Source: an optimization exercise on an open RTL-to-GDS flow (aim: small area and a short achievable clock period). Production flows keep margins and buffers that such runs may drop.
The RTL was checked by simulation tests, not by an equivalence proof against the original design.

File: design/flow/flow/run.sh
#!/bin/bash
# Layout flow: the standard flow (standard.sh: ORFS synthesis to final
# layout, unchanged), with the port buffers made of plain buffers
# (sky130_fd_sc_hd__buf_N) instead of the delay buffer the resizer picks by
# default. Every input and output port still gets its own buffer.
export BUFFER_PORTS_ARGS="-buffer_cell sky130_fd_sc_hd__buf_1"
bash standard.sh > standard.log 2>&1
File: design/flow/standard.sh
#!/bin/bash
# synth_recipe.tcl (not shown) runs the flow's synth.tcl, then flattens the netlist and writes it again
# the make line also repeats each setting of config.mk as NAME=value (left out here)
make -C /OpenROAD-flow-scripts/flow DESIGN_CONFIG=/design/flow/config.mk WORK_HOME=/design/flow/orfs CLKGATE_MAP_FILE= SYNTH_SCRIPT=/design/flow/synth_recipe.tcl "${@:-finish}"
File: design/flow/config.mk
export PLATFORM = sky130hd
export DESIGN_NAME = processor
export DESIGN_NICKNAME = processor
export VERILOG_FILES = /design/flow/design.v
export SDC_FILE = /design/flow/constraint.sdc
export NUM_CORES = 4
export LEC_CHECK = 0
export ABC_AREA = 1
export CAP_MARGIN = 20
export CORE_MARGIN = 2
export CORE_UTILIZATION = 40
export CTS_BUF_LIST = sky130_fd_sc_hd__clkbuf_4 sky130_fd_sc_hd__clkbuf_8
export SETUP_SLACK_MARGIN = 3
export SLEW_MARGIN = 20
File: design/flow/constraint.sdc
create_clock -name core_clock -period 10.0 [get_ports {clk}]
set_input_delay 2.0000 -clock core_clock [delete_from_list [all_inputs] [get_ports {clk}]]
set_output_delay 2.0000 -clock core_clock [all_outputs]
set_load 0.01 [all_outputs]
File: design/flow/design.v
module alu (
    input  [31:0] m,       
    input  [31:0] acc,     
    input         sel_mul,  
    input         sel_m,    
    input         sel_a,    
    output [31:0] result
);
wire [17:0] b = {acc[15:0], 1'b0};
wire [7:0] one, two, ng;
genvar k;
generate for (k = 0; k < 8; k = k + 1) begin : enc
  assign one[k] = b[2*k+1] ^ b[2*k];
  assign two[k] = (b[2*k+2] & ~b[2*k+1] & ~b[2*k]) | (~b[2*k+2] & b[2*k+1] & b[2*k]);
  assign ng[k]  = b[2*k+2];
end endgenerate
wire [17:0] mx = {m[15], m[15:0], 1'b0};
wire pp0_0 = ((one[0] & mx[1]) | (two[0] & mx[0])) ^ ng[0];
wire pp0_1 = ((one[0] & mx[2]) | (two[0] & mx[1])) ^ ng[0];
wire pp0_2 = ((one[0] & mx[3]) | (two[0] & mx[2])) ^ ng[0];
wire pp0_3 = ((one[0] & mx[4]) | (two[0] & mx[3])) ^ ng[0];
wire pp0_4 = ((one[0] & mx[5]) | (two[0] & mx[4])) ^ ng[0];
wire pp0_5 = ((one[0] & mx[6]) | (two[0] & mx[5])) ^ ng[0];
wire pp0_6 = ((one[0] & mx[7]) | (two[0] & mx[6])) ^ ng[0];
wire pp0_7 = ((one[0] & mx[8]) | (two[0] & mx[7])) ^ ng[0];
wire pp0_8 = ((one[0] & mx[9]) | (two[0] & mx[8])) ^ ng[0];
wire pp0_9 = ((one[0] & mx[10]) | (two[0] & mx[9])) ^ ng[0];
wire pp0_10 = ((one[0] & mx[11]) | (two[0] & mx[10])) ^ ng[0];
wire pp0_11 = ((one[0] & mx[12]) | (two[0] & mx[11])) ^ ng[0];
wire pp0_12 = ((one[0] & mx[13]) | (two[0] & mx[12])) ^ ng[0];
wire pp0_13 = ((one[0] & mx[14]) | (two[0] & mx[13])) ^ ng[0];
wire pp0_14 = ((one[0] & mx[15]) | (two[0] & mx[14])) ^ ng[0];
wire pp0_15 = ((one[0] & mx[16]) | (two[0] & mx[15])) ^ ng[0];
wire pp0_16 = ~(((one[0] & mx[17]) | (two[0] & mx[16])) ^ ng[0]);
wire pp1_0 = ((one[1] & mx[1]) | (two[1] & mx[0])) ^ ng[1];
wire pp1_1 = ((one[1] & mx[2]) | (two[1] & mx[1])) ^ ng[1];
wire pp1_2 = ((one[1] & mx[3]) | (two[1] & mx[2])) ^ ng[1];
wire pp1_3 = ((one[1] & mx[4]) | (two[1] & mx[3])) ^ ng[1];
wire pp1_4 = ((one[1] & mx[5]) | (two[1] & mx[4])) ^ ng[1];
wire pp1_5 = ((one[1] & mx[6]) | (two[1] & mx[5])) ^ ng[1];
wire pp1_6 = ((one[1] & mx[7]) | (two[1] & mx[6])) ^ ng[1];
wire pp1_7 = ((one[1] & mx[8]) | (two[1] & mx[7])) ^ ng[1];
wire pp1_8 = ((one[1] & mx[9]) | (two[1] & mx[8])) ^ ng[1];
wire pp1_9 = ((one[1] & mx[10]) | (two[1] & mx[9])) ^ ng[1];
wire pp1_10 = ((one[1] & mx[11]) | (two[1] & mx[10])) ^ ng[1];
wire pp1_11 = ((one[1] & mx[12]) | (two[1] & mx[11])) ^ ng[1];
wire pp1_12 = ((one[1] & mx[13]) | (two[1] & mx[12])) ^ ng[1];
wire pp1_13 = ((one[1] & mx[14]) | (two[1] & mx[13])) ^ ng[1];
wire pp1_14 = ((one[1] & mx[15]) | (two[1] & mx[14])) ^ ng[1];
wire pp1_15 = ((one[1] & mx[16]) | (two[1] & mx[15])) ^ ng[1];
wire pp1_16 = ~(((one[1] & mx[17]) | (two[1] & mx[16])) ^ ng[1]);
wire pp2_0 = ((one[2] & mx[1]) | (two[2] & mx[0])) ^ ng[2];
wire pp2_1 = ((one[2] & mx[2]) | (two[2] & mx[1])) ^ ng[2];
wire pp2_2 = ((one[2] & mx[3]) | (two[2] & mx[2])) ^ ng[2];
wire pp2_3 = ((one[2] & mx[4]) | (two[2] & mx[3])) ^ ng[2];
wire pp2_4 = ((one[2] & mx[5]) | (two[2] & mx[4])) ^ ng[2];
wire pp2_5 = ((one[2] & mx[6]) | (two[2] & mx[5])) ^ ng[2];
wire pp2_6 = ((one[2] & mx[7]) | (two[2] & mx[6])) ^ ng[2];
wire pp2_7 = ((one[2] & mx[8]) | (two[2] & mx[7])) ^ ng[2];
wire pp2_8 = ((one[2] & mx[9]) | (two[2] & mx[8])) ^ ng[2];
wire pp2_9 = ((one[2] & mx[10]) | (two[2] & mx[9])) ^ ng[2];
wire pp2_10 = ((one[2] & mx[11]) | (two[2] & mx[10])) ^ ng[2];
wire pp2_11 = ((one[2] & mx[12]) | (two[2] & mx[11])) ^ ng[2];
wire pp2_12 = ((one[2] & mx[13]) | (two[2] & mx[12])) ^ ng[2];
wire pp2_13 = ((one[2] & mx[14]) | (two[2] & mx[13])) ^ ng[2];
wire pp2_14 = ((one[2] & mx[15]) | (two[2] & mx[14])) ^ ng[2];
wire pp2_15 = ((one[2] & mx[16]) | (two[2] & mx[15])) ^ ng[2];
wire pp2_16 = ~(((one[2] & mx[17]) | (two[2] & mx[16])) ^ ng[2]);
wire pp3_0 = ((one[3] & mx[1]) | (two[3] & mx[0])) ^ ng[3];
wire pp3_1 = ((one[3] & mx[2]) | (two[3] & mx[1])) ^ ng[3];
wire pp3_2 = ((one[3] & mx[3]) | (two[3] & mx[2])) ^ ng[3];
wire pp3_3 = ((one[3] & mx[4]) | (two[3] & mx[3])) ^ ng[3];
wire pp3_4 = ((one[3] & mx[5]) | (two[3] & mx[4])) ^ ng[3];
wire pp3_5 = ((one[3] & mx[6]) | (two[3] & mx[5])) ^ ng[3];
wire pp3_6 = ((one[3] & mx[7]) | (two[3] & mx[6])) ^ ng[3];
wire pp3_7 = ((one[3] & mx[8]) | (two[3] & mx[7])) ^ ng[3];
wire pp3_8 = ((one[3] & mx[9]) | (two[3] & mx[8])) ^ ng[3];
wire pp3_9 = ((one[3] & mx[10]) | (two[3] & mx[9])) ^ ng[3];
wire pp3_10 = ((one[3] & mx[11]) | (two[3] & mx[10])) ^ ng[3];
wire pp3_11 = ((one[3] & mx[12]) | (two[3] & mx[11])) ^ ng[3];
wire pp3_12 = ((one[3] & mx[13]) | (two[3] & mx[12])) ^ ng[3];
wire pp3_13 = ((one[3] & mx[14]) | (two[3] & mx[13])) ^ ng[3];
wire pp3_14 = ((one[3] & mx[15]) | (two[3] & mx[14])) ^ ng[3];
wire pp3_15 = ((one[3] & mx[16]) | (two[3] & mx[15])) ^ ng[3];
wire pp3_16 = ~(((one[3] & mx[17]) | (two[3] & mx[16])) ^ ng[3]);
wire pp4_0 = ((one[4] & mx[1]) | (two[4] & mx[0])) ^ ng[4];
wire pp4_1 = ((one[4] & mx[2]) | (two[4] & mx[1])) ^ ng[4];
wire pp4_2 = ((one[4] & mx[3]) | (two[4] & mx[2])) ^ ng[4];
wire pp4_3 = ((one[4] & mx[4]) | (two[4] & mx[3])) ^ ng[4];
wire pp4_4 = ((one[4] & mx[5]) | (two[4] & mx[4])) ^ ng[4];
wire pp4_5 = ((one[4] & mx[6]) | (two[4] & mx[5])) ^ ng[4];
wire pp4_6 = ((one[4] & mx[7]) | (two[4] & mx[6])) ^ ng[4];
wire pp4_7 = ((one[4] & mx[8]) | (two[4] & mx[7])) ^ ng[4];
wire pp4_8 = ((one[4] & mx[9]) | (two[4] & mx[8])) ^ ng[4];
wire pp4_9 = ((one[4] & mx[10]) | (two[4] & mx[9])) ^ ng[4];
wire pp4_10 = ((one[4] & mx[11]) | (two[4] & mx[10])) ^ ng[4];
wire pp4_11 = ((one[4] & mx[12]) | (two[4] & mx[11])) ^ ng[4];
wire pp4_12 = ((one[4] & mx[13]) | (two[4] & mx[12])) ^ ng[4];
wire pp4_13 = ((one[4] & mx[14]) | (two[4] & mx[13])) ^ ng[4];
wire pp4_14 = ((one[4] & mx[15]) | (two[4] & mx[14])) ^ ng[4];
wire pp4_15 = ((one[4] & mx[16]) | (two[4] & mx[15])) ^ ng[4];
wire pp4_16 = ~(((one[4] & mx[17]) | (two[4] & mx[16])) ^ ng[4]);
wire pp5_0 = ((one[5] & mx[1]) | (two[5] & mx[0])) ^ ng[5];
wire pp5_1 = ((one[5] & mx[2]) | (two[5] & mx[1])) ^ ng[5];
wire pp5_2 = ((one[5] & mx[3]) | (two[5] & mx[2])) ^ ng[5];
wire pp5_3 = ((one[5] & mx[4]) | (two[5] & mx[3])) ^ ng[5];
wire pp5_4 = ((one[5] & mx[5]) | (two[5] & mx[4])) ^ ng[5];
wire pp5_5 = ((one[5] & mx[6]) | (two[5] & mx[5])) ^ ng[5];
wire pp5_6 = ((one[5] & mx[7]) | (two[5] & mx[6])) ^ ng[5];
wire pp5_7 = ((one[5] & mx[8]) | (two[5] & mx[7])) ^ ng[5];
wire pp5_8 = ((one[5] & mx[9]) | (two[5] & mx[8])) ^ ng[5];
wire pp5_9 = ((one[5] & mx[10]) | (two[5] & mx[9])) ^ ng[5];
wire pp5_10 = ((one[5] & mx[11]) | (two[5] & mx[10])) ^ ng[5];
wire pp5_11 = ((one[5] & mx[12]) | (two[5] & mx[11])) ^ ng[5];
wire pp5_12 = ((one[5] & mx[13]) | (two[5] & mx[12])) ^ ng[5];
wire pp5_13 = ((one[5] & mx[14]) | (two[5] & mx[13])) ^ ng[5];
wire pp5_14 = ((one[5] & mx[15]) | (two[5] & mx[14])) ^ ng[5];
wire pp5_15 = ((one[5] & mx[16]) | (two[5] & mx[15])) ^ ng[5];
wire pp5_16 = ~(((one[5] & mx[17]) | (two[5] & mx[16])) ^ ng[5]);
wire pp6_0 = ((one[6] & mx[1]) | (two[6] & mx[0])) ^ ng[6];
wire pp6_1 = ((one[6] & mx[2]) | (two[6] & mx[1])) ^ ng[6];
wire pp6_2 = ((one[6] & mx[3]) | (two[6] & mx[2])) ^ ng[6];
wire pp6_3 = ((one[6] & mx[4]) | (two[6] & mx[3])) ^ ng[6];
wire pp6_4 = ((one[6] & mx[5]) | (two[6] & mx[4])) ^ ng[6];
wire pp6_5 = ((one[6] & mx[6]) | (two[6] & mx[5])) ^ ng[6];
wire pp6_6 = ((one[6] & mx[7]) | (two[6] & mx[6])) ^ ng[6];
wire pp6_7 = ((one[6] & mx[8]) | (two[6] & mx[7])) ^ ng[6];
wire pp6_8 = ((one[6] & mx[9]) | (two[6] & mx[8])) ^ ng[6];
wire pp6_9 = ((one[6] & mx[10]) | (two[6] & mx[9])) ^ ng[6];
wire pp6_10 = ((one[6] & mx[11]) | (two[6] & mx[10])) ^ ng[6];
wire pp6_11 = ((one[6] & mx[12]) | (two[6] & mx[11])) ^ ng[6];
wire pp6_12 = ((one[6] & mx[13]) | (two[6] & mx[12])) ^ ng[6];
wire pp6_13 = ((one[6] & mx[14]) | (two[6] & mx[13])) ^ ng[6];
wire pp6_14 = ((one[6] & mx[15]) | (two[6] & mx[14])) ^ ng[6];
wire pp6_15 = ((one[6] & mx[16]) | (two[6] & mx[15])) ^ ng[6];
wire pp6_16 = ~(((one[6] & mx[17]) | (two[6] & mx[16])) ^ ng[6]);
wire pp7_0 = ((one[7] & mx[1]) | (two[7] & mx[0])) ^ ng[7];
wire pp7_1 = ((one[7] & mx[2]) | (two[7] & mx[1])) ^ ng[7];
wire pp7_2 = ((one[7] & mx[3]) | (two[7] & mx[2])) ^ ng[7];
wire pp7_3 = ((one[7] & mx[4]) | (two[7] & mx[3])) ^ ng[7];
wire pp7_4 = ((one[7] & mx[5]) | (two[7] & mx[4])) ^ ng[7];
wire pp7_5 = ((one[7] & mx[6]) | (two[7] & mx[5])) ^ ng[7];
wire pp7_6 = ((one[7] & mx[7]) | (two[7] & mx[6])) ^ ng[7];
wire pp7_7 = ((one[7] & mx[8]) | (two[7] & mx[7])) ^ ng[7];
wire pp7_8 = ((one[7] & mx[9]) | (two[7] & mx[8])) ^ ng[7];
wire pp7_9 = ((one[7] & mx[10]) | (two[7] & mx[9])) ^ ng[7];
wire pp7_10 = ((one[7] & mx[11]) | (two[7] & mx[10])) ^ ng[7];
wire pp7_11 = ((one[7] & mx[12]) | (two[7] & mx[11])) ^ ng[7];
wire pp7_12 = ((one[7] & mx[13]) | (two[7] & mx[12])) ^ ng[7];
wire pp7_13 = ((one[7] & mx[14]) | (two[7] & mx[13])) ^ ng[7];
wire pp7_14 = ((one[7] & mx[15]) | (two[7] & mx[14])) ^ ng[7];
wire pp7_15 = ((one[7] & mx[16]) | (two[7] & mx[15])) ^ ng[7];
wire pp7_16 = ~(((one[7] & mx[17]) | (two[7] & mx[16])) ^ ng[7]);
wire ts5 = ng[6] ^ pp0_12;
wire s5 = ts5 ^ pp1_10;
wire c6 = (ng[6] & pp0_12) | (ts5 & pp1_10);
wire ts9 = pp0_13 ^ pp1_11;
wire s9 = ts9 ^ pp2_9;
wire c10 = (pp0_13 & pp1_11) | (ts9 & pp2_9);
wire ts13 = ng[7] ^ pp0_14;
wire s13 = ts13 ^ pp1_12;
wire c14 = (ng[7] & pp0_14) | (ts13 & pp1_12);
wire ts15 = pp2_10 ^ pp3_8;
wire s15 = ts15 ^ pp4_6;
wire c16 = (pp2_10 & pp3_8) | (ts15 & pp4_6);
wire ts19 = pp0_15 ^ pp1_13;
wire s19 = ts19 ^ pp2_11;
wire c20 = (pp0_15 & pp1_13) | (ts19 & pp2_11);
wire ts21 = pp3_9 ^ pp4_7;
wire s21 = ts21 ^ pp5_5;
wire c22 = (pp3_9 & pp4_7) | (ts21 & pp5_5);
wire ts25 = 1'b1 ^ pp0_16;
wire s25 = ts25 ^ pp1_14;
wire c26 = (1'b1 & pp0_16) | (ts25 & pp1_14);
wire ts27 = pp2_12 ^ pp3_10;
wire s27 = ts27 ^ pp4_8;
wire c28 = (pp2_12 & pp3_10) | (ts27 & pp4_8);
wire ts29 = pp5_6 ^ pp6_4;
wire s29 = ts29 ^ pp7_2;
wire c30 = (pp5_6 & pp6_4) | (ts29 & pp7_2);
wire ts31 = 1'b1 ^ pp1_15;
wire s31 = ts31 ^ pp2_13;
wire c32 = (1'b1 & pp1_15) | (ts31 & pp2_13);
wire ts33 = pp3_11 ^ pp4_9;
wire s33 = ts33 ^ pp5_7;
wire c34 = (pp3_11 & pp4_9) | (ts33 & pp5_7);
wire ts37 = pp1_16 ^ pp2_14;
wire s37 = ts37 ^ pp3_12;
wire c38 = (pp1_16 & pp2_14) | (ts37 & pp3_12);
wire ts39 = pp4_10 ^ pp5_8;
wire s39 = ts39 ^ pp6_6;
wire c40 = (pp4_10 & pp5_8) | (ts39 & pp6_6);
wire ts41 = 1'b1 ^ pp2_15;
wire s41 = ts41 ^ pp3_13;
wire c42 = (1'b1 & pp2_15) | (ts41 & pp3_13);
wire ts45 = pp2_16 ^ pp3_14;
wire s45 = ts45 ^ pp4_12;
wire c46 = (pp2_16 & pp3_14) | (ts45 & pp4_12);
wire ts53 = ng[4] ^ pp0_8;
wire s53 = ts53 ^ pp1_6;
wire c54 = (ng[4] & pp0_8) | (ts53 & pp1_6);
wire ts57 = pp0_9 ^ pp1_7;
wire s57 = ts57 ^ pp2_5;
wire c58 = (pp0_9 & pp1_7) | (ts57 & pp2_5);
wire ts61 = pp1_8 ^ pp2_6;
wire s61 = ts61 ^ pp3_4;
wire c62 = (pp1_8 & pp2_6) | (ts61 & pp3_4);
wire ts63 = pp4_2 ^ pp5_0;
wire s63 = ts63 ^ s1;
wire c64 = (pp4_2 & pp5_0) | (ts63 & s1);
wire ts65 = pp2_7 ^ pp3_5;
wire s65 = ts65 ^ pp4_3;
wire c66 = (pp2_7 & pp3_5) | (ts65 & pp4_3);
wire ts67 = pp5_1 ^ c2;
wire s67 = ts67 ^ s3;
wire c68 = (pp5_1 & c2) | (ts67 & s3);
wire ts69 = pp4_4 ^ pp5_2;
wire s69 = ts69 ^ pp6_0;
wire c70 = (pp4_4 & pp5_2) | (ts69 & pp6_0);
wire ts71 = c4 ^ s7;
wire s71 = ts71 ^ s5;
wire c72 = (c4 & s7) | (ts71 & s5);
wire ts73 = pp5_3 ^ pp6_1;
wire s73 = ts73 ^ c8;
wire c74 = (pp5_3 & pp6_1) | (ts73 & c8);
wire ts75 = s11 ^ c6;
wire s75 = ts75 ^ s9;
wire c76 = (s11 & c6) | (ts75 & s9);
wire ts77 = pp7_0 ^ c12;
wire s77 = ts77 ^ s17;
wire c78 = (pp7_0 & c12) | (ts77 & s17);
wire ts79 = c10 ^ s13;
wire s79 = ts79 ^ s15;
wire c80 = (c10 & s13) | (ts79 & s15);
wire ts81 = c18 ^ s23;
wire s81 = ts81 ^ c14;
wire c82 = (c18 & s23) | (ts81 & c14);
wire ts83 = c16 ^ s19;
wire s83 = ts83 ^ s21;
wire c84 = (c16 & s19) | (ts83 & s21);
wire ts85 = c24 ^ c20;
wire s85 = ts85 ^ c22;
wire c86 = (c24 & c20) | (ts85 & c22);
wire ts87 = s25 ^ s27;
wire s87 = ts87 ^ s29;
wire c88 = (s25 & s27) | (ts87 & s29);
wire ts89 = s35 ^ c26;
wire s89 = ts89 ^ c28;
wire c90 = (s35 & c26) | (ts89 & c28);
wire ts91 = c30 ^ s31;
wire s91 = ts91 ^ s33;
wire c92 = (c30 & s31) | (ts91 & s33);
wire ts93 = pp7_4 ^ c36;
wire s93 = ts93 ^ c32;
wire c94 = (pp7_4 & c36) | (ts93 & c32);
wire ts95 = c34 ^ s37;
wire s95 = ts95 ^ s39;
wire c96 = (c34 & s37) | (ts95 & s39);
wire ts97 = pp6_7 ^ pp7_5;
wire s97 = ts97 ^ s43;
wire c98 = (pp6_7 & pp7_5) | (ts97 & s43);
wire ts99 = c38 ^ c40;
wire s99 = ts99 ^ s41;
wire c100 = (c38 & c40) | (ts99 & s41);
wire ts101 = pp5_10 ^ pp6_8;
wire s101 = ts101 ^ pp7_6;
wire c102 = (pp5_10 & pp6_8) | (ts101 & pp7_6);
wire ts103 = c44 ^ c42;
wire s103 = ts103 ^ s45;
wire c104 = (c44 & c42) | (ts103 & s45);
wire ts105 = pp4_13 ^ pp5_11;
wire s105 = ts105 ^ pp6_9;
wire c106 = (pp4_13 & pp5_11) | (ts105 & pp6_9);
wire ts107 = pp7_7 ^ s47;
wire s107 = ts107 ^ c46;
wire c108 = (pp7_7 & s47) | (ts107 & c46);
wire ts109 = pp3_16 ^ pp4_14;
wire s109 = ts109 ^ pp5_12;
wire c110 = (pp3_16 & pp4_14) | (ts109 & pp5_12);
wire ts111 = pp6_10 ^ pp7_8;
wire s111 = ts111 ^ c48;
wire c112 = (pp6_10 & pp7_8) | (ts111 & c48);
wire ts113 = 1'b1 ^ pp4_15;
wire s113 = ts113 ^ pp5_13;
wire c114 = (1'b1 & pp4_15) | (ts113 & pp5_13);
wire ts117 = pp4_16 ^ pp5_14;
wire s117 = ts117 ^ pp6_12;
wire c118 = (pp4_16 & pp5_14) | (ts117 & pp6_12);
wire ts125 = pp1_4 ^ pp2_2;
wire s125 = ts125 ^ pp3_0;
wire c126 = (pp1_4 & pp2_2) | (ts125 & pp3_0);
wire ts127 = pp2_3 ^ pp3_1;
wire s127 = ts127 ^ c50;
wire c128 = (pp2_3 & pp3_1) | (ts127 & c50);
wire ts129 = pp4_0 ^ c52;
wire s129 = ts129 ^ s55;
wire c130 = (pp4_0 & c52) | (ts129 & s55);
wire ts131 = c56 ^ s59;
wire s131 = ts131 ^ c54;
wire c132 = (c56 & s59) | (ts131 & c54);
wire ts133 = c60 ^ c58;
wire s133 = ts133 ^ s61;
wire c134 = (c60 & c58) | (ts133 & s61);
wire ts135 = c62 ^ s65;
wire s135 = ts135 ^ c64;
wire c136 = (c62 & s65) | (ts135 & c64);
wire ts137 = c66 ^ s69;
wire s137 = ts137 ^ c68;
wire c138 = (c66 & s69) | (ts137 & c68);
wire ts139 = c70 ^ s73;
wire s139 = ts139 ^ c72;
wire c140 = (c70 & s73) | (ts139 & c72);
wire ts141 = c74 ^ s77;
wire s141 = ts141 ^ c76;
wire c142 = (c74 & s77) | (ts141 & c76);
wire ts143 = c78 ^ c80;
wire s143 = ts143 ^ s81;
wire c144 = (c78 & c80) | (ts143 & s81);
wire ts145 = c82 ^ c84;
wire s145 = ts145 ^ s85;
wire c146 = (c82 & c84) | (ts145 & s85);
wire ts147 = c86 ^ c88;
wire s147 = ts147 ^ s89;
wire c148 = (c86 & c88) | (ts147 & s89);
wire ts149 = c90 ^ c92;
wire s149 = ts149 ^ s93;
wire c150 = (c90 & c92) | (ts149 & s93);
wire ts151 = s97 ^ c94;
wire s151 = ts151 ^ c96;
wire c152 = (s97 & c94) | (ts151 & c96);
wire ts153 = s101 ^ c98;
wire s153 = ts153 ^ c100;
wire c154 = (s101 & c98) | (ts153 & c100);
wire ts155 = c102 ^ s105;
wire s155 = ts155 ^ c104;
wire c156 = (c102 & s105) | (ts155 & c104);
wire ts157 = c106 ^ s109;
wire s157 = ts157 ^ s111;
wire c158 = (c106 & s109) | (ts157 & s111);
wire ts159 = s115 ^ c110;
wire s159 = ts159 ^ s113;
wire c160 = (s115 & c110) | (ts159 & s113);
wire ts161 = pp7_10 ^ c116;
wire s161 = ts161 ^ c114;
wire c162 = (pp7_10 & c116) | (ts161 & c114);
wire ts163 = pp6_13 ^ pp7_11;
wire s163 = ts163 ^ s119;
wire c164 = (pp6_13 & pp7_11) | (ts163 & s119);
wire ts165 = pp5_16 ^ pp6_14;
wire s165 = ts165 ^ pp7_12;
wire c166 = (pp5_16 & pp6_14) | (ts165 & pp7_12);
wire ts173 = pp1_2 ^ pp2_0;
wire s173 = ts173 ^ s121;
wire c174 = (pp1_2 & pp2_0) | (ts173 & s121);
wire ts175 = pp2_1 ^ c122;
wire s175 = ts175 ^ s123;
wire c176 = (pp2_1 & c122) | (ts175 & s123);
wire ts177 = c124 ^ s49;
wire s177 = ts177 ^ s125;
wire c178 = (c124 & s49) | (ts177 & s125);
wire ts179 = s51 ^ c126;
wire s179 = ts179 ^ s127;
wire c180 = (s51 & c126) | (ts179 & s127);
wire ts181 = s53 ^ c128;
wire s181 = ts181 ^ s129;
wire c182 = (s53 & c128) | (ts181 & s129);
wire ts183 = s57 ^ c130;
wire s183 = ts183 ^ s131;
wire c184 = (s57 & c130) | (ts183 & s131);
wire ts185 = s63 ^ c132;
wire s185 = ts185 ^ s133;
wire c186 = (s63 & c132) | (ts185 & s133);
wire ts187 = s67 ^ c134;
wire s187 = ts187 ^ s135;
wire c188 = (s67 & c134) | (ts187 & s135);
wire ts189 = s71 ^ c136;
wire s189 = ts189 ^ s137;
wire c190 = (s71 & c136) | (ts189 & s137);
wire ts191 = s75 ^ c138;
wire s191 = ts191 ^ s139;
wire c192 = (s75 & c138) | (ts191 & s139);
wire ts193 = s79 ^ c140;
wire s193 = ts193 ^ s141;
wire c194 = (s79 & c140) | (ts193 & s141);
wire ts195 = s83 ^ c142;
wire s195 = ts195 ^ s143;
wire c196 = (s83 & c142) | (ts195 & s143);
wire ts197 = s87 ^ c144;
wire s197 = ts197 ^ s145;
wire c198 = (s87 & c144) | (ts197 & s145);
wire ts199 = s91 ^ c146;
wire s199 = ts199 ^ s147;
wire c200 = (s91 & c146) | (ts199 & s147);
wire ts201 = s95 ^ c148;
wire s201 = ts201 ^ s149;
wire c202 = (s95 & c148) | (ts201 & s149);
wire ts203 = s99 ^ c150;
wire s203 = ts203 ^ s151;
wire c204 = (s99 & c150) | (ts203 & s151);
wire ts205 = s103 ^ c152;
wire s205 = ts205 ^ s153;
wire c206 = (s103 & c152) | (ts205 & s153);
wire ts207 = s107 ^ c154;
wire s207 = ts207 ^ s155;
wire c208 = (s107 & c154) | (ts207 & s155);
wire ts209 = c108 ^ s157;
wire s209 = ts209 ^ c156;
wire c210 = (c108 & s157) | (ts209 & c156);
wire ts211 = c112 ^ s159;
wire s211 = ts211 ^ c158;
wire c212 = (c112 & s159) | (ts211 & c158);
wire ts213 = s117 ^ c160;
wire s213 = ts213 ^ s161;
wire c214 = (s117 & c160) | (ts213 & s161);
wire ts215 = c118 ^ s163;
wire s215 = ts215 ^ c162;
wire c216 = (c118 & s163) | (ts215 & c162);
wire ts217 = c120 ^ s165;
wire s217 = ts217 ^ c164;
wire c218 = (c120 & s165) | (ts217 & c164);
wire ts219 = pp7_13 ^ s167;
wire s219 = ts219 ^ c166;
wire c220 = (pp7_13 & s167) | (ts219 & c166);
wire ts221 = pp6_16 ^ pp7_14;
wire s221 = ts221 ^ c168;
wire c222 = (pp6_16 & pp7_14) | (ts221 & c168);
wire s1 = ng[5] ^ pp0_10;
wire c2 = ng[5] & pp0_10;
wire s3 = pp0_11 ^ pp1_9;
wire c4 = pp0_11 & pp1_9;
wire s7 = pp2_8 ^ pp3_6;
wire c8 = pp2_8 & pp3_6;
wire s11 = pp3_7 ^ pp4_5;
wire c12 = pp3_7 & pp4_5;
wire s17 = pp5_4 ^ pp6_2;
wire c18 = pp5_4 & pp6_2;
wire s23 = pp6_3 ^ pp7_1;
wire c24 = pp6_3 & pp7_1;
wire s35 = pp6_5 ^ pp7_3;
wire c36 = pp6_5 & pp7_3;
wire s43 = pp4_11 ^ pp5_9;
wire c44 = pp4_11 & pp5_9;
wire s47 = 1'b1 ^ pp3_15;
wire c48 = 1'b1 & pp3_15;
wire s49 = ng[3] ^ pp0_6;
wire c50 = ng[3] & pp0_6;
wire s51 = pp0_7 ^ pp1_5;
wire c52 = pp0_7 & pp1_5;
wire s55 = pp2_4 ^ pp3_2;
wire c56 = pp2_4 & pp3_2;
wire s59 = pp3_3 ^ pp4_1;
wire c60 = pp3_3 & pp4_1;
wire s115 = pp6_11 ^ pp7_9;
wire c116 = pp6_11 & pp7_9;
wire s119 = 1'b1 ^ pp5_15;
wire c120 = 1'b1 & pp5_15;
wire s121 = ng[2] ^ pp0_4;
wire c122 = ng[2] & pp0_4;
wire s123 = pp0_5 ^ pp1_3;
wire c124 = pp0_5 & pp1_3;
wire s167 = 1'b1 ^ pp6_15;
wire c168 = 1'b1 & pp6_15;
wire s169 = ng[1] ^ pp0_2;
wire c170 = ng[1] & pp0_2;
wire s171 = pp0_3 ^ pp1_1;
wire c172 = pp0_3 & pp1_1;
wire s223 = 1'b1 ^ pp7_15;
wire c224 = 1'b1 & pp7_15;
wire [31:0] tx = {1'b1, c224, c222, c220, c218, c216, c214, c212, c210, c208, c206, c204, c202, c200, c198, c196, c194, c192, c190, c188, c186, c184, c182, c180, c178, c176, c174, c172, c170, s169, pp0_1, ng[0]};
wire [31:0] ty = {1'b0, pp7_16, s223, s221, s219, s217, s215, s213, s211, s209, s207, s205, s203, s201, s199, s197, s195, s193, s191, s189, s187, s185, s183, s181, s179, s177, s175, s173, s171, pp1_0, 1'b0, pp0_0};
wire [31:0] x = sel_mul ? tx : (m & {32{sel_m}});
wire [31:0] y = sel_mul ? ty : (acc & {32{sel_a}});
wire [31:0] g = x & y;
wire [31:0] p = x ^ y;
wire [32:0] cy;
assign cy[0] = 1'b0;
assign cy[1] = g[0] | (p[0] & cy[0]);
assign cy[2] = g[1] | (p[1] & cy[1]);
assign cy[3] = g[2] | (p[2] & cy[2]);
assign cy[4] = g[3] | (p[3] & cy[3]);
assign cy[5] = g[4] | (p[4] & cy[4]);
assign cy[6] = g[5] | (p[5] & cy[5]);
wire G1_0 = g[7] | (p[7] & g[6]);
wire P1_0 = p[7] & p[6];
wire G3_2 = g[9] | (p[9] & g[8]);
wire P3_2 = p[9] & p[8];
wire G5_4 = g[11] | (p[11] & g[10]);
wire P5_4 = p[11] & p[10];
wire G7_6 = g[13] | (p[13] & g[12]);
wire P7_6 = p[13] & p[12];
wire G9_8 = g[15] | (p[15] & g[14]);
wire P9_8 = p[15] & p[14];
wire G11_10 = g[17] | (p[17] & g[16]);
wire P11_10 = p[17] & p[16];
wire G13_12 = g[19] | (p[19] & g[18]);
wire P13_12 = p[19] & p[18];
wire G15_14 = g[21] | (p[21] & g[20]);
wire P15_14 = p[21] & p[20];
wire G17_16 = g[23] | (p[23] & g[22]);
wire P17_16 = p[23] & p[22];
wire G19_18 = g[25] | (p[25] & g[24]);
wire P19_18 = p[25] & p[24];
wire G21_20 = g[27] | (p[27] & g[26]);
wire P21_20 = p[27] & p[26];
wire G23_22 = g[29] | (p[29] & g[28]);
wire P23_22 = p[29] & p[28];
wire G3_0 = G3_2 | (P3_2 & G1_0);
wire P3_0 = P3_2 & P1_0;
wire G7_4 = G7_6 | (P7_6 & G5_4);
wire P7_4 = P7_6 & P5_4;
wire G11_8 = G11_10 | (P11_10 & G9_8);
wire P11_8 = P11_10 & P9_8;
wire G15_12 = G15_14 | (P15_14 & G13_12);
wire P15_12 = P15_14 & P13_12;
wire G19_16 = G19_18 | (P19_18 & G17_16);
wire P19_16 = P19_18 & P17_16;
wire G23_20 = G23_22 | (P23_22 & G21_20);
wire P23_20 = P23_22 & P21_20;
wire G7_0 = G7_4 | (P7_4 & G3_0);
wire P7_0 = P7_4 & P3_0;
wire G15_8 = G15_12 | (P15_12 & G11_8);
wire P15_8 = P15_12 & P11_8;
wire G23_16 = G23_20 | (P23_20 & G19_16);
wire P23_16 = P23_20 & P19_16;
wire G15_0 = G15_8 | (P15_8 & G7_0);
wire P15_0 = P15_8 & P7_0;
wire G23_0 = G23_16 | (P23_16 & G15_0);
wire P23_0 = P23_16 & P15_0;
wire G11_0 = G11_8 | (P11_8 & G7_0);
wire P11_0 = P11_8 & P7_0;
wire G19_0 = G19_16 | (P19_16 & G15_0);
wire P19_0 = P19_16 & P15_0;
wire G5_0 = G5_4 | (P5_4 & G3_0);
wire P5_0 = P5_4 & P3_0;
wire G9_0 = G9_8 | (P9_8 & G7_0);
wire P9_0 = P9_8 & P7_0;
wire G13_0 = G13_12 | (P13_12 & G11_0);
wire P13_0 = P13_12 & P11_0;
wire G17_0 = G17_16 | (P17_16 & G15_0);
wire P17_0 = P17_16 & P15_0;
wire G21_0 = G21_20 | (P21_20 & G19_0);
wire P21_0 = P21_20 & P19_0;
wire G2_0 = g[8] | (p[8] & G1_0);
wire P2_0 = p[8] & P1_0;
wire G4_0 = g[10] | (p[10] & G3_0);
wire P4_0 = p[10] & P3_0;
wire G6_0 = g[12] | (p[12] & G5_0);
wire P6_0 = p[12] & P5_0;
wire G8_0 = g[14] | (p[14] & G7_0);
wire P8_0 = p[14] & P7_0;
wire G10_0 = g[16] | (p[16] & G9_0);
wire P10_0 = p[16] & P9_0;
wire G12_0 = g[18] | (p[18] & G11_0);
wire P12_0 = p[18] & P11_0;
wire G14_0 = g[20] | (p[20] & G13_0);
wire P14_0 = p[20] & P13_0;
wire G16_0 = g[22] | (p[22] & G15_0);
wire P16_0 = p[22] & P15_0;
wire G18_0 = g[24] | (p[24] & G17_0);
wire P18_0 = p[24] & P17_0;
wire G20_0 = g[26] | (p[26] & G19_0);
wire P20_0 = p[26] & P19_0;
wire G22_0 = g[28] | (p[28] & G21_0);
wire P22_0 = p[28] & P21_0;
wire G24_0 = g[30] | (p[30] & G23_0);
wire P24_0 = p[30] & P23_0;
assign cy[7] = g[6] | (p[6] & cy[6]);
assign cy[8] = G1_0 | (P1_0 & cy[6]);
assign cy[9] = G2_0 | (P2_0 & cy[6]);
assign cy[10] = G3_0 | (P3_0 & cy[6]);
assign cy[11] = G4_0 | (P4_0 & cy[6]);
assign cy[12] = G5_0 | (P5_0 & cy[6]);
assign cy[13] = G6_0 | (P6_0 & cy[6]);
assign cy[14] = G7_0 | (P7_0 & cy[6]);
assign cy[15] = G8_0 | (P8_0 & cy[6]);
assign cy[16] = G9_0 | (P9_0 & cy[6]);
assign cy[17] = G10_0 | (P10_0 & cy[6]);
assign cy[18] = G11_0 | (P11_0 & cy[6]);
assign cy[19] = G12_0 | (P12_0 & cy[6]);
assign cy[20] = G13_0 | (P13_0 & cy[6]);
assign cy[21] = G14_0 | (P14_0 & cy[6]);
assign cy[22] = G15_0 | (P15_0 & cy[6]);
assign cy[23] = G16_0 | (P16_0 & cy[6]);
assign cy[24] = G17_0 | (P17_0 & cy[6]);
assign cy[25] = G18_0 | (P18_0 & cy[6]);
assign cy[26] = G19_0 | (P19_0 & cy[6]);
assign cy[27] = G20_0 | (P20_0 & cy[6]);
assign cy[28] = G21_0 | (P21_0 & cy[6]);
assign cy[29] = G22_0 | (P22_0 & cy[6]);
assign cy[30] = G23_0 | (P23_0 & cy[6]);
assign cy[31] = G24_0 | (P24_0 & cy[6]);
assign result = p ^ cy[31:0];
endmodule
module instr_decoder
(
	input  [3:0] opcode,
	input        nzero,      
	output       sel_mul,    
	output       sel_m,      
	output       sel_a,      
	output       pc_load,
	output       mem_wr,
	output       push,
	output       pop
);
wire [15:0] d = 16'd1 << opcode;
assign sel_mul = d[4] | d[11];
assign sel_m   = d[1] | d[3] | d[9] | d[10];
assign sel_a   = ~(d[1] | d[9] | d[4] | d[11]);
assign pc_load = d[7] | (d[5] & nzero) | (d[6] & ~nzero);
assign mem_wr  = d[2] | d[8];
assign push    = d[8];
assign pop     = d[9] | d[10] | d[11];
endmodule
module pc
(
	input        clk, rst,
	input        load,
	input  [7:0] data,
	output [7:0] addr
);
reg [7:0] cnt;
always @ (posedge clk or posedge rst) begin
	if (rst)
		cnt <= 8'd0;
	else
		cnt <= load ? data : cnt + 8'd1;
end
assign addr = cnt;
endmodule
module stack_pointer
(
	input        clk, rst,
	input        push, pop,
	output [7:0] addr
);
reg  [7:0] top;                  
wire [7:0] top_dec = top - 8'd1;  
wire [7:0] top_inc = top + 8'd1;  
always @ (posedge clk or posedge rst) begin
	if (rst)
		top <= 8'd0;             
	else if (push)
		top <= top_dec;
	else if (pop)
		top <= top_inc;
end
assign addr = push ? top_dec : top;
endmodule
module processor
#(
	parameter DATA_WIDTH 	= 32,
	parameter OPCODE_WIDTH 	= 4,
	parameter ALU_OP_WIDTH  = 3,
	parameter DATAMEM_WIDTH = 8,
	parameter INSADDR_WIDTH	= 8,
	parameter INS_WIDTH		= OPCODE_WIDTH + DATAMEM_WIDTH
)
(
	input          clk, rst,
	input          [	INS_WIDTH-1:0] 	instr,
	output         [INSADDR_WIDTH-1:0] 	instr_addr,
	output         mem_wr,
	output         [ DATAMEM_WIDTH-1:0]	mem_addr,
	input  signed  [	DATA_WIDTH-1:0] mem_data_in,
	output signed  [	DATA_WIDTH-1:0] mem_data_out
);
wire sel_mul, sel_m, sel_a, pc_load, sp_push, sp_pop;
reg [DATA_WIDTH-1:0] acc;
instr_decoder id (.opcode(instr[11:8]), .nzero(|acc),
                  .sel_mul(sel_mul), .sel_m(sel_m), .sel_a(sel_a),
                  .pc_load(pc_load), .mem_wr(mem_wr),
                  .push(sp_push), .pop(sp_pop));
wire [DATA_WIDTH-1:0] alu_out;
alu alu (.m(mem_data_in), .acc(acc), .sel_mul(sel_mul), .sel_m(sel_m),
         .sel_a(sel_a), .result(alu_out));
always @ (posedge clk or posedge rst) begin
	if (rst)
		acc <= 0;
	else
		acc <= alu_out;
end
pc pc (.clk(clk), .rst(rst), .load(pc_load), .data(instr[7:0]), .addr(instr_addr));
wire [7:0] sp_addr;
stack_pointer data_sp (.clk(clk), .rst(rst), .push(sp_push), .pop(sp_pop), .addr(sp_addr));
assign mem_data_out = acc;
assign mem_addr     = (sp_push | sp_pop) ? sp_addr : instr[7:0];
endmodule
==> impl_metrics.yaml, run 1 <==
sta:
  fmax_ghz: 0.1509
  layout_min_cycle_time_ns: 6.627
  slew_headroom: 0.3502
  hold_violations: 0
  fin_skew_ns: 0.01832
  min_period_over_period: 0.6627
  worst_pin_slew_ns: 0.9747
  drv_slew: 0
  setup_viol_count_final: 0
  rsz0062_at_grt: "no"
  setup_tns_ns: 0
routing:
  wire_per_inst_um: 18.97
  dr.pass1.iters: 5
  routed_wl_mm: 25.97
  final_antenna_net_count: 0
  first_iter_violations: 719
  drc: 0
  viasPerCell: 5.641
  num_vias: 7723
clocking:
  clkLatencyLatePin_ns: 0.36
  h-tree-depth: 2
  clk_pin_slew_worst_paths_ns: 0.11
  numClockSinks: 48
  cts_tree: "yes"
  root_buffer: "clkbuf_8"
  cts_buffer_depth: 2
  cts_made_buffers: 5
  hold_buffers: 0
yosys:
  synth_nets: 1238
  ys_top_cells_by_area: "fa_1, xor2_1, dfrtp_1"
  syn-cell-area_um2: 8532
  synth_cell_types: 42
  yosysTopAreaCell: "fa_1"
  yosysSeqAreaShare: 0.1408
  synth_top_cell_area_share: 0.2182
  synth_area_per_cell_um2: 8.149
  ys_seq_elements: 48
  yosysWarningCount: 3
  synthesis.instances: 1047
floorplanning:
  core_um2: 20960
  rows: 53
  start_util: 0.4072
  die_h_um: 150.0
  ios: 95
  die_area_um2: 22510
  die_w_um: 150.0
global_route:
  grt_max_degree: 49
  grt_pass1_wl_mm: 41.75
  overflow: 0
  antenna_found_initial: 0
  grt_use_total: 0.2395
  grt_pass1_vias: 7608
cells_and_area:
  final_util: 0.4352
  num-fill-cells: 2211
  final_cell_mix: "o22ai_1, xor2_1, nand2_1, inv_1, buf_1"
  multi_input_area_um2: 6455
  final_nets: 1283
  stdcell_count: 1369
  drive_gt1_frac: 0.04209
  syn_to_final_growth_pct: 6.893
  register_area_um2: 1201
setup_path:
  reg2reg_slack_ns: 3.66
  r2r_cells: 22
  crit_fanout: 15
  end_kind: "flip-flop"
  timing_worst_setup_path_type: "in2reg"
  crit_start: "mem_data_in[15]"
  cp.arrival_ns: 6.89
  worstReg2RegStart: "acc[3]"
  setup.worst_path.start_class: "input pin"
  reg2reg_to: "acc[29]"
  required_ns: 10.26
run_status:
  status: "finished clean"
worst_hold_path:
  hold_class: "reg2reg"
  hold_start: "pc.cnt[7]"
  min_to: "pc.cnt[7]"
  hold_depth: 3
placed_design:
  dpl.hpwl_mm: 19.40
  portBuffers: 94
  gp_congestion: 0.9105
  dp_cells: 1359
run:
  maxCapViolCount: 0
logic make-up (layout without fill, tap and decap cells):
| family | Yosys count | in the layout | share of synthesized area |
|---|---|---|---|
| buffers and inverters | 216 | 262 | 0.1040 |
| AO/OA/AOI/OAI | 247 | 247 | 0.1807 |
| AND/OR/NAND/NOR | 231 | 231 | 0.1159 |
| adder cells (fa/ha/maj) | 145 | 145 | 0.2945 |
| XOR/XNOR | 160 | 160 | 0.1642 |
| flip-flops | 48 | 48 | 0.1408 |
| other | 0 | 1 | 0 |
per-stage QoR:
step / setup WS (ns) / cell area [µm²] / hold slack [ns]
after global placement: 2.824 / 8987 / 0.5761
after global routing: 3.076 / 9117 / 0.6594
final: 3.373 / 9120 / 0.5996
after CTS: 3.139 / 9102 / 0.6123
after floorplan: 3.939 / 8532 / 0.5625
after detailed placement: 2.759 / 8987 / 0.5879
worst max-delay path by stage:
stage / end / cells after the start
global placement: acc[29] / 29
detailed placement: acc[29] / 29
finish: acc[29] / 21
CTS: acc[29] / 29
global route: acc[29] / 27
floorplan: acc[31] / 24
per-layer routing:
layer,track usage,wire length [µm],vias up,part of all wire
li1,-,-,3580,-
met1,0.3431,11630,3735,0.45
met2,0.3715,11640,378,0.45
met3,0.04665,2296,30,0.088
met4,0.05991,397,0,0.015
met5,0,0,-,0
final cells by class:
| cell class | count | share of cell area |
|---|---|---|
| Antenna cell | 1 | 0.0002744 |
| Timing Repair Buffer | 101 | 0.04445 |
| Multi-Input combinational cell | 783 | 0.7078 |
| Clock buffer | 5 | 0.007546 |
| Clock inverter | 3 | 0.005076 |
| Inverter | 153 | 0.06544 |
| Sequential cell | 48 | 0.1317 |
| Tap cell | 275 | 0.03773 |
cell usage after synthesis:
library cell  instances
o22ai_1             150
xor2_1              150
nand2_1             147
inv_1               130
fa_1                 93
ha_1                 52
dfrtp_1              48
o21ai_0              41
clkbuf_1             39
nor2_1               30
nand3_1              25
a21oi_1              20
clkinv_1             15
o221ai_1             12
buf_2                10
xnor2_1              10
buf_1                 9
o21ai_2               9
nor3_1                8
buf_6                 4
inv_2                 4
nand2_2               4
nand4_1               4
nor4_1                4
nand2_4               3
o211ai_1              3
a21o_1                2
a22o_1                2
a31oi_1               2
and2_1                2
inv_6                 2
nor4_2                2
o21ai_1               2
a211oi_1              1
buf_8                 1
clkinv_4              1
inv_8                 1
nor2_2                1
o211ai_2              1
o21bai_1              1
o22a_1                1
or2_2                 1
state kept, by name, summed over array words and instances (netlist names):
register / flops
data_sp.top: 8
pc.cnt: 8
acc: 32
timing repair:
item	in CTS	in global routing
gates resized for setup	0	1
buffers inserted	0	1
setup endpoints to repair	0	7
worst max-delay path: stages:
cell and delay (ns):
buf_1 0.47, clkinv_1 0.51, o21ai_0 0.36, inv_1 0.09, ha_1 0.34, fa_1 0.46, fa_1 0.49, fa_1 0.49
o22ai_1 0.09, ha_1 0.41, nand4_1 0.13, nor3_1 0.16, nand2_1 0.08, nand2_1 0.20, nand2_1 0.08, nand2_1 0.15
nand2_1 0.08, nand2_1 0.09, nand2_1 0.07, nand3_1 0.07, nand2_1 0.05
==> inputs of run 2 (changes only) <==
--- a/design/flow/flow/run.sh
+++ b/design/flow/flow/run.sh
@@ -4,4 +4,4 @@
 # (sky130_fd_sc_hd__buf_N) instead of the delay buffer the resizer picks by
 # default. Every input and output port still gets its own buffer.
-export BUFFER_PORTS_ARGS="-buffer_cell sky130_fd_sc_hd__buf_1"
+export BUFFER_PORTS_ARGS="-buffer_cell sky130_fd_sc_hd__buf_${PORT_BUF:-2}"
 bash standard.sh > standard.log 2>&1
--- a/design/flow/config.mk
+++ b/design/flow/config.mk
@@ -11,4 +11,4 @@
 export CORE_UTILIZATION = 40
 export CTS_BUF_LIST = sky130_fd_sc_hd__clkbuf_4 sky130_fd_sc_hd__clkbuf_8
-export SETUP_SLACK_MARGIN = 3
+export SETUP_SLACK_MARGIN = 4.5
 export SLEW_MARGIN = 20
==> impl_metrics.yaml, run 2 <==
setup_path:
  reg2reg_slack_ns: 4.36
  cp.arrival_ns: 5.92
  crit_start: "mem_data_in[8]"
  r2r_cells: 21
  worstReg2RegStart: "acc[0]"
  crit_fanout: 7
  setup.worst_path.start_class: "input pin"
  required_ns: 10.22
  cp-endpoint: "acc[31]"
  timing_worst_setup_path_type: "in2reg"
  reg2reg_to: "acc[21]"
  end_kind: "flip-flop"
sta:
  fmax_ghz: 0.1753
  fin_skew_ns: 0.008527
  slew_headroom: 0.3717
  rsz0062_at_grt: "yes"
  worst_slack_ns: 4.294
  hold_violations: 0
  setup_tns_ns: 0
  drv_slew: 0
  layout_min_cycle_time_ns: 5.706
  worst_pin_slew_ns: 0.9402
  setup_viol_count_final: 0
  min_period_over_period: 0.5706
yosys:
  yosysWarningCount: 3
  syn-cell-area_um2: 8532
  async_flop_share: 1.000
  synth_top_cell_area_share: 0.2182
  yosysTopAreaCell: "fa_1"
  synth_area_per_cell_um2: 8.149
  synth_cell_types: 42
  ys_dominant_reg_cell: "dfrtp_1"
  yosysSeqAreaShare: 0.1408
  ys_seq_elements: 48
  synthesis.instances: 1047
  synth_edf_count: 0
  synthTopCellsByCount: "o22ai_1, xor2_1, nand2_1"
  ys_top_cells_by_area: "fa_1, xor2_1, dfrtp_1"
  synth_nets: 1238
global_route:
  use_met1: 0.3658
  busiest_layer: "met2"
  grt_use_met3: 0.05335
  grt_use_total: 0.2660
  antenna_found_initial: 0
  grt_pass1_vias: 8236
  overflow: 0
  grt_pass1_wl_mm: 46.29
  met2_usage: 0.4219
  grt_max_degree: 49
floorplanning:
  ios: 95
  die_w_um: 150.0
  die_area_um2: 22510
  start_util: 0.4072
  rows: 53
  die_h_um: 150.0
  core_um2: 20960
clocking:
  hold_buffers: 0
  clk_pin_slew_worst_paths_ns: 0.11
  cts_buffer_depth: 2
  root_buffer: "clkbuf_8"
  cts_made_buffers: 5
  cts_tree: "yes"
  numClockSinks: 48
  clkLatencyLatePin_ns: 0.32
  h-tree-depth: 2
cells_and_area:
  largest_register_ffs: 32
  biggestRegsByFlops: "acc: 32 flops, data_sp.top: 8 flops, pc.cnt: 8 flops"
  antennaDiodeCount: 0
  stdcell_count: 1446
  drive_gt1_frac: 0.3399
  final_nets: 1362
  max_flop_register: "acc"
  final_cell_mix: "xor2_1, nand2_1, inv_1, o22ai_1, buf_2"
  num-fill-cells: 2023
  layout_commonest_cell: "xor2_1"
  syn_to_final_growth_pct: 30.27
routing:
  viasPerCell: 5.747
  final_antenna_net_count: 0
  drc: 0
  routed_wl_mm: 29.38
  wire_per_inst_um: 20.32
  dr.pass1.iters: 5
  first_iter_violations: 709
  num_vias: 8310
placed_design:
  dp_cells: 1357
  place_ws_ns: 2.967
  gp_congestion: 0.9041
  portBuffers: 94
  dpl.hpwl_mm: 19.20
run:
  maxCapViolCount: 0
run_status:
  status: "finished clean"
worst_hold_path:
  hold_class: "reg2reg"
## run 2: final cells by class
cell class | count | area, µm² | area share
clock buffers | 5 | 68.82 | 0.006192
repair buffers | 175 | 1287 | 0.1158
flip-flops and latches | 48 | 1207 | 0.1086
multi-input cells | 783 | 7326 | 0.6591
clock inverters | 2 | 12.51 | 0.001126
repair inverters | 5 | 42.54 | 0.003828
well taps | 275 | 344.1 | 0.03096
inverters | 153 | 825.8 | 0.07430
## run 2: worst min path at each step
stage	slack, ns	startpoint	to	cells after the start
6_report	0.59	pc.cnt[7]	pc.cnt[7]	3
5_1_grt	0.63	pc.cnt[7]	pc.cnt[7]	3
4_1_cts	0.60	pc.cnt[7]	pc.cnt[7]	3
3_5_place_dp	0.58	pc.cnt[7]	pc.cnt[7]	3
3_3_place_gp	0.58	pc.cnt[7]	pc.cnt[7]	3
2_1_floorplan	0.56	data_sp.top[7]	data_sp.top[7]	3
## run 2: cell families (layout without fill, tap and decap cells)
kind of cell	count (synthesis)	after routing	synth area share
AOI/OAI and AO/OA	247	247	0.1807
xor gates and xnor gates	160	160	0.1642
adders and majority gates	145	145	0.2945
buffers and inverters	216	340	0.1040
DFF	48	48	0.1408
and+or+nand+nor	231	231	0.1159
## run 2: routing by layer
metal	vias up	share of wire
met1	4100	0.41
met3	62	0.095
met2	427	0.47
met4	0	0.034
li1	3721	-
met5	-	0
## run 2: metrics by stage
step           utilization  cell area (µm²)  hold WS, ns
2_1_floorplan            -             9082       0.5625
3_3_place_gp        0.4514             9459       0.5753
3_5_place_dp        0.4514             9459       0.5827
4_1_cts             0.4997            10470       0.5979
5_1_grt             0.5304            11110       0.6313
6_report            0.5304            11110       0.5906
## run 2: worst max-delay path, stage by stage
cell      delay, ns
buf_8          0.10
clkinv_8       0.06
buf_12         0.12
o22ai_2        0.08
xor2_1         0.18
ha_1           0.32
inv_2          0.04
fa_1           0.48
fa_1           0.58
fa_1           0.44
o22ai_2        0.18
ha_1           0.26
buf_4          0.15
nand2_2        0.09
nor2_1         0.07
a21oi_4        0.18
nand2_4        0.09
nand2_4        0.06
nand2_4        0.06
nand2_2        0.07
nand2_2        0.05
nand2_1        0.08
nand2_1        0.05
nand2_1        0.05
nand2_1        0.04
## run 2: repair_timing
item	in CTS	in global routing
cloned	6	0
buffers inserted	53	23
setup endpoints to repair	34	22
pin swaps	67	55
resized for setup	102	100
==> inputs of run 3 (changes only) <==
--- a/design/flow/config.mk
+++ b/design/flow/config.mk
@@ -11,4 +11,4 @@
 export CORE_UTILIZATION = 40
 export CTS_BUF_LIST = sky130_fd_sc_hd__clkbuf_4 sky130_fd_sc_hd__clkbuf_8
-export SETUP_SLACK_MARGIN = 4.5
+export SETUP_SLACK_MARGIN = 3.6
 export SLEW_MARGIN = 20
==> impl_metrics.yaml, run 3 <==
run_status:
  status: "finished clean"
routing:
  dr.pass1.iters: 5
  drc: 0
  routed_wl_mm: 26.56
  first_iter_violations: 623
  wire_per_inst_um: 19.06
  num_vias: 7858
  final_antenna_net_count: 0
  viasPerCell: 5.637
global_route:
  grt_use_total: 0.2388
  grt_pass1_wl_mm: 41.77
  grt_pass1_vias: 7682
  grt_max_degree: 49
  antenna_found_initial: 0
  overflow: 0
yosys:
  yosysWarningCount: 3
  synth_mux_area_frac: 0
  yosysSeqAreaShare: 0.1408
  synth_compound_area_frac: 0.1807
  synth_area_per_cell_um2: 8.149
  ys_top_cells_by_area: "fa_1, xor2_1, dfrtp_1"
  synth_edf_count: 0
  async_flop_share: 1.000
  synth_nets: 1238
  yosys.area_share.simple: 0.1159
  synth_xor_area_frac: 0.1642
  synth_top_family_by_area: "adder cells"
  synthesis.instances: 1047
  synthTopCellsByCount: "o22ai_1, xor2_1, nand2_1"
  ys_dominant_reg_cell: "dfrtp_1"
  syn-cell-area_um2: 8532
  synth_top_cell_area_share: 0.2182
  synth_cell_types: 42
  synthAdderAreaFrac: 0.2945
  yosysTopAreaCell: "fa_1"
  ys_seq_elements: 48
clocking:
  root_buffer: "clkbuf_8"
  hold_buffers: 0
  h-tree-depth: 2
  cts_tree: "yes"
  cts_made_buffers: 5
  cts_buffer_depth: 2
  clkLatencyLatePin_ns: 0.36
  clk_pin_slew_worst_paths_ns: 0.13
  numClockSinks: 48
cells_and_area:
  max_flop_register: "acc"
  antennaDiodeCount: 0
  largest_register_ffs: 32
  final_nets: 1309
  final_util: 0.4565
  final_cell_mix: "o22ai_1, xor2_1, nand2_1, inv_1, buf_2"
  stdcell_count: 1394
  final_area_um2: 9565
  biggestRegsByFlops: "acc: 32 flops, data_sp.top: 8 flops, pc.cnt: 8 flops"
  syn_to_final_growth_pct: 12.11
  drive_gt1_frac: 0.1680
  multi_input_area_um2: 6472
  num-fill-cells: 2182
  register_area_um2: 1204
placed_design:
  dp_cells: 1359
  placed_area_um2: 9105
  gp_congestion: 0.8814
  dpl.hpwl_mm: 19.47
  place_ws_ns: 2.137
  portBuffers: 94
sta:
  worst_pin_slew_ns: 0.8860
  fmax_ghz: 0.1643
  setup_tns_ns: 0
  drv_slew: 0
  fin_skew_ns: 0.02531
  layout_min_cycle_time_ns: 6.087
  setup_viol_count_final: 0
  rsz0062_at_grt: "no"
  slew_headroom: 0.4076
  worst_slack_ns: 3.913
  min_period_over_period: 0.6087
  hold_violations: 0
  fin_hold_ws_ns: 0.6024
floorplanning:
  rows: 53
  start_util: 0.4072
  ios: 95
  die_area_um2: 22510
  die_w_um: 150.0
  die_h_um: 150.0
  core_um2: 20960
setup_path:
  crit_fanout: 14
  cp.arrival_ns: 6.36
  end_kind: "flip-flop"
  timing_worst_setup_path_type: "in2reg"
  setup.worst_path.start_class: "input pin"
  required_ns: 10.27
run:
  maxCapViolCount: 0
worst_hold_path:
  hold_class: "reg2reg"
==> run 3: critical path, cell delays in order <==
cell	delay, ns
buf_2	0.10
clkinvlp_4	0.28
o22ai_1	0.25
xor2_1	0.20
fa_1	0.45
fa_1	0.42
fa_1	0.49
fa_1	0.50
o22ai_1	0.09
ha_1	0.37
nand2_1	0.08
nand2_1	0.04
nand3_1	0.06
nand2_1	0.08
a21oi_1	0.16
nand2_2	0.14
nand2_1	0.09
nand2_1	0.11
nand2_1	0.09
nand2_1	0.07
nand2_1	0.08
nand2_1	0.05
nand2_1	0.05
nand2_1	0.05
==> run 3: logic make-up (layout without fill, tap and decap cells) <==
logic type | Yosys count | in the layout
AOI/OAI and AO/OA | 247 | 247
and+or+nand+nor | 231 | 231
xor gates and xnor gates | 160 | 160
DFF | 48 | 48
adders and majority gates | 145 | 145
buffers and inverters | 216 | 288
==> run 3: timing repair <==
| item | 4_1_cts | 5_1_grt |
|---|---|---|
| pin swaps | 1 | 0 |
| cloned | 0 | 1 |
| setup endpoints to repair | 26 | 13 |
| endpoints found under the hold margin | 0 | 0 |
| resized for setup | 12 | 25 |
| setup buffers | 2 | 24 |
==> run 3: routing by layer <==
metal | share of wire | vias up | track usage
met1 | 0.44 | 3835 | 0.3377
li1 | - | 3627 | -
met4 | 0.021 | 0 | 0.06792
met2 | 0.45 | 356 | 0.3715
met5 | 0 | - | 0
met3 | 0.088 | 40 | 0.04665
==> run 3: path summary, 6_finish.rpt <==
path	cells after the start	endpoint	slack [ns]	start
setup / recovery	24	acc[29]	3.91	mem_data_in[5]
hold / removal	3	pc.cnt[7]	0.60	pc.cnt[7]
setup reg to reg	25	acc[29]	4.06	acc[13]
hold reg to reg	3	pc.cnt[7]	0.60	pc.cnt[7]
max in group asynchronous	3	acc[3]	7.66	rst
min in group asynchronous	3	acc[25]	1.81	rst
==> run 3: area by class of cell <==
cell class	instances	area share
inverter	153	0.06893
timing repair buffer	126	0.07770
clock inverter	3	0.007194
timing repair inverter	1	0.0005232
multi-input combinational	783	0.6767
tap	275	0.03597
sequential	48	0.1258
clock buffer	5	0.007194
==> inputs of run 4 (changes only) <==
--- a/design/flow/config.mk
+++ b/design/flow/config.mk
@@ -11,4 +11,4 @@
 export CORE_UTILIZATION = 40
 export CTS_BUF_LIST = sky130_fd_sc_hd__clkbuf_4 sky130_fd_sc_hd__clkbuf_8
-export SETUP_SLACK_MARGIN = 3.6
+export SETUP_SLACK_MARGIN = 3
 export SLEW_MARGIN = 20
==> impl_metrics.yaml, run 4 <==
cells_and_area:
  max_flop_register: "acc"
  antennaDiodeCount: 0
  syn_to_final_growth_pct: 8.887
  num-fill-cells: 2201
  final_nets: 1285
  drive_gt1_frac: 0.1306
  largest_register_ffs: 32
  final_cell_mix: "o22ai_1, xor2_1, nand2_1, inv_1, buf_2"
  biggestRegsByFlops: "acc: 32 flops, data_sp.top: 8 flops, pc.cnt: 8 flops"
yosys:
  yosysSeqAreaShare: 0.1408
  ys_dominant_reg_cell: "dfrtp_1"
  yosysTopAreaCell: "fa_1"
  async_flop_share: 1.000
  synth_xor_area_frac: 0.1642
  synthesis.instances: 1047
  ys_seq_elements: 48
  synthTopCellsByCount: "o22ai_1, xor2_1, nand2_1"
  yosys.area_share.simple: 0.1159
  synth_nets: 1238
  synth_edf_count: 0
  synth_mux_area_frac: 0
  yosysWarningCount: 3
  synth_area_per_cell_um2: 8.149
  synth_top_family_by_area: "adder cells"
  synth_top_cell_area_share: 0.2182
  synth_cell_types: 42
  synth_compound_area_frac: 0.1807
  ys_top_cells_by_area: "fa_1, xor2_1, dfrtp_1"
  syn-cell-area_um2: 8532
  synthAdderAreaFrac: 0.2945
setup_path:
  crit_path_frequent_cell: "nand2_1"
  required_ns: 10.27
  crit_chain: "buf_2 -> clkinv_1 -> o22ai_1 -> xor2_1 -> fa_1 -> inv_1 -> fa_1 -> fa_1 -> fa_1 -> o22ai_1 -> ha_1 -> nand2_1 -> nor2_1 -> nand2_1 -> nand3_1 -> nand2_1 -> nand2_1 -> nand2_1 -> nand2_1 -> nand2_1 -> nand2_1 -> nand2_1 -> nand3_1 -> nand2_1"
  end_kind: "flip-flop"
  worstReg2RegStart: "acc[3]"
  setup.worst_path.start_class: "input pin"
  crit_fanout: 17
  cp.arrival_ns: 6.91
  max_stage_delay_ns: 0.54
  timing_worst_setup_path_type: "in2reg"
  cp_slowest_cell: "fa_1"
  cp_top_family: "adder cells"
  crit_start: "mem_data_in[12]"
  worst-path-buf-inv: 3
clocking:
  root_buffer: "clkbuf_8"
  h-tree-depth: 2
  clk_pin_slew_worst_paths_ns: 0.12
  clkLatencyLatePin_ns: 0.36
  hold_buffers: 0
  cts_made_buffers: 5
  numClockSinks: 48
  cts_buffer_depth: 2
  cts_tree: "yes"
routing:
  wire_per_inst_um: 19.01
  dr.pass1.iters: 7
  final_antenna_net_count: 0
  viasPerCell: 5.649
  first_iter_violations: 695
  drc: 0
  num_vias: 7739
  routed_wl_mm: 26.04
floorplanning:
  die_h_um: 150.0
  die_area_um2: 22510
  start_util: 0.4072
  core_um2: 20960
  ios: 95
  rows: 53
  die_w_um: 150.0
sta:
  min_period_over_period: 0.6641
  layout_min_cycle_time_ns: 6.641
  setup_tns_ns: 0
  rsz0062_at_grt: "no"
  fin_skew_ns: 0.02187
  setup_viol_count_final: 0
  drv_slew: 0
  slew_headroom: 0.3991
  worst_pin_slew_ns: 0.9013
  fmax_ghz: 0.1506
  hold_violations: 0
placed_design:
  gp_congestion: 0.8814
  dpl.hpwl_mm: 19.47
  portBuffers: 94
global_route:
  grt_max_degree: 49
  grt_pass1_vias: 7626
  antenna_found_initial: 0
  overflow: 0
  grt_use_total: 0.2386
  grt_pass1_wl_mm: 41.69
worst_hold_path:
  hold_class: "reg2reg"
  hold_start: "pc.cnt[7]"
run_status:
  status: "finished clean"
run:
  maxCapViolCount: 0
[run 4: worst register-to-register path, cell delays in order, from the launching register on]
cell	delay (ns)
dfrtp_1	0.86
inv_1	0.55
nand2_1	0.28
nand2_1	0.43
o22ai_1	0.37
xor2_1	0.22
fa_1	0.49
fa_1	0.43
fa_1	0.51
fa_1	0.43
o22ai_1	0.18
ha_1	0.29
a21o_1	0.20
nand2_1	0.06
nand2_1	0.05
a21oi_1	0.11
nand2_1	0.18
nand2_1	0.11
nand2_1	0.12
nand2_1	0.10
nand2_1	0.07
nand2_1	0.08
nand2_1	0.05
nand2_1	0.05
nand2_1	0.05
[run 4: worst paths after layout]
kind                             end  slack, ns  cells after the start
min reg2reg                pc.cnt[7]       0.60                      3
min in group asynchronous    acc[25]       1.80                      3
min                        pc.cnt[7]       0.60                      3
max                          acc[31]       3.36                     24
max reg2reg                  acc[29]       3.67                     24
max in group asynchronous     acc[9]       7.71                      3
[run 4: cells by family (layout without fill, tap and decap cells)]
group | after synthesis | after routing
fa+ha+maj | 145 | 145
buf+inv | 216 | 264
simple gates | 231 | 231
compound gates | 247 | 247
flops | 48 | 48
xor+xnor | 160 | 160
[run 4: per-layer routing]
| metal | GRT usage | part of all wire |
|---|---|---|
| met5 | 0 | 0 |
| met4 | 0.06557 | 0.020 |
| met3 | 0.04390 | 0.084 |
| met2 | 0.3710 | 0.45 |
| met1 | 0.3402 | 0.44 |
[run 4: through the flow]
step	hold slack [ns]	setup WS, ns	area [µm²]	std cells	utilization
after floorplan	0.5625	3.939	8532	1047	-
after global placement	0.5737	2.262	9105	1359	0.4345
after detailed placement	0.5838	2.137	9105	1359	0.4345
after CTS	0.6104	3.009	9253	1367	0.4415
after global routing	0.6709	3.017	9290	1370	0.4433
final	0.6038	3.359	9290	1370	0.4433
[run 4: what timing repair did]
item / in CTS / in global routing
setup endpoints to repair: 18 / 17
setup buffers: 0 / 3
pin swaps: 1 / 1
gates resized for setup: 2 / 3
[run 4: layout make-up]
class | instances | area [µm²] | share of cell area
inverter | 153 | 603.1 | 0.06492
tap | 275 | 344.1 | 0.03704
sequential | 48 | 1201 | 0.1293
timing repair buffer | 103 | 541.8 | 0.05832
clock inverter | 3 | 68.82 | 0.007407
multi-input combinational | 783 | 6462 | 0.6956
clock buffer | 5 | 68.82 | 0.007407

afterwards: timing with drivers on the ports:
The flow's constraints put no driver on any port. The routed layouts listed below were extracted and timed again, unchanged, in two steps.
Step 1: set_driving_cell puts a clkbuf_16 on clk and a buf_2 on each other input, an assumption about the parent block.
Step 2 also shifts input and output timing later by t, the mid clock arrival at the registers, as if the neighbouring blocks saw the same clock.
a / b / c = ideal / step 1 / step 2; a / b = the first two.
run | t (ns) | setup WS [ns] | worst setup path after step 2 | worst slew at a driven data input, ns | pins driven straight from the clock port
run 1 | 0.392 | 3.373 / 3.339 / 2.947 | input to register | 0.07 | 1
run 2 | 0.356 | 4.294 / 4.269 / 3.913 | input to register | 0.06 | 1
run 3 | 0.390 | 3.913 / 3.936 / 3.546 | input to register | 0.03 | 1
run 4 | 0.388 | 3.359 / 3.382 / 2.994 | input to register | 0.03 | 1
After both steps every run listed still meets setup and hold. For run 1, which loses most, drivers alone change the setup slack by -0.034 ns; drivers and shift together by -0.426 ns.
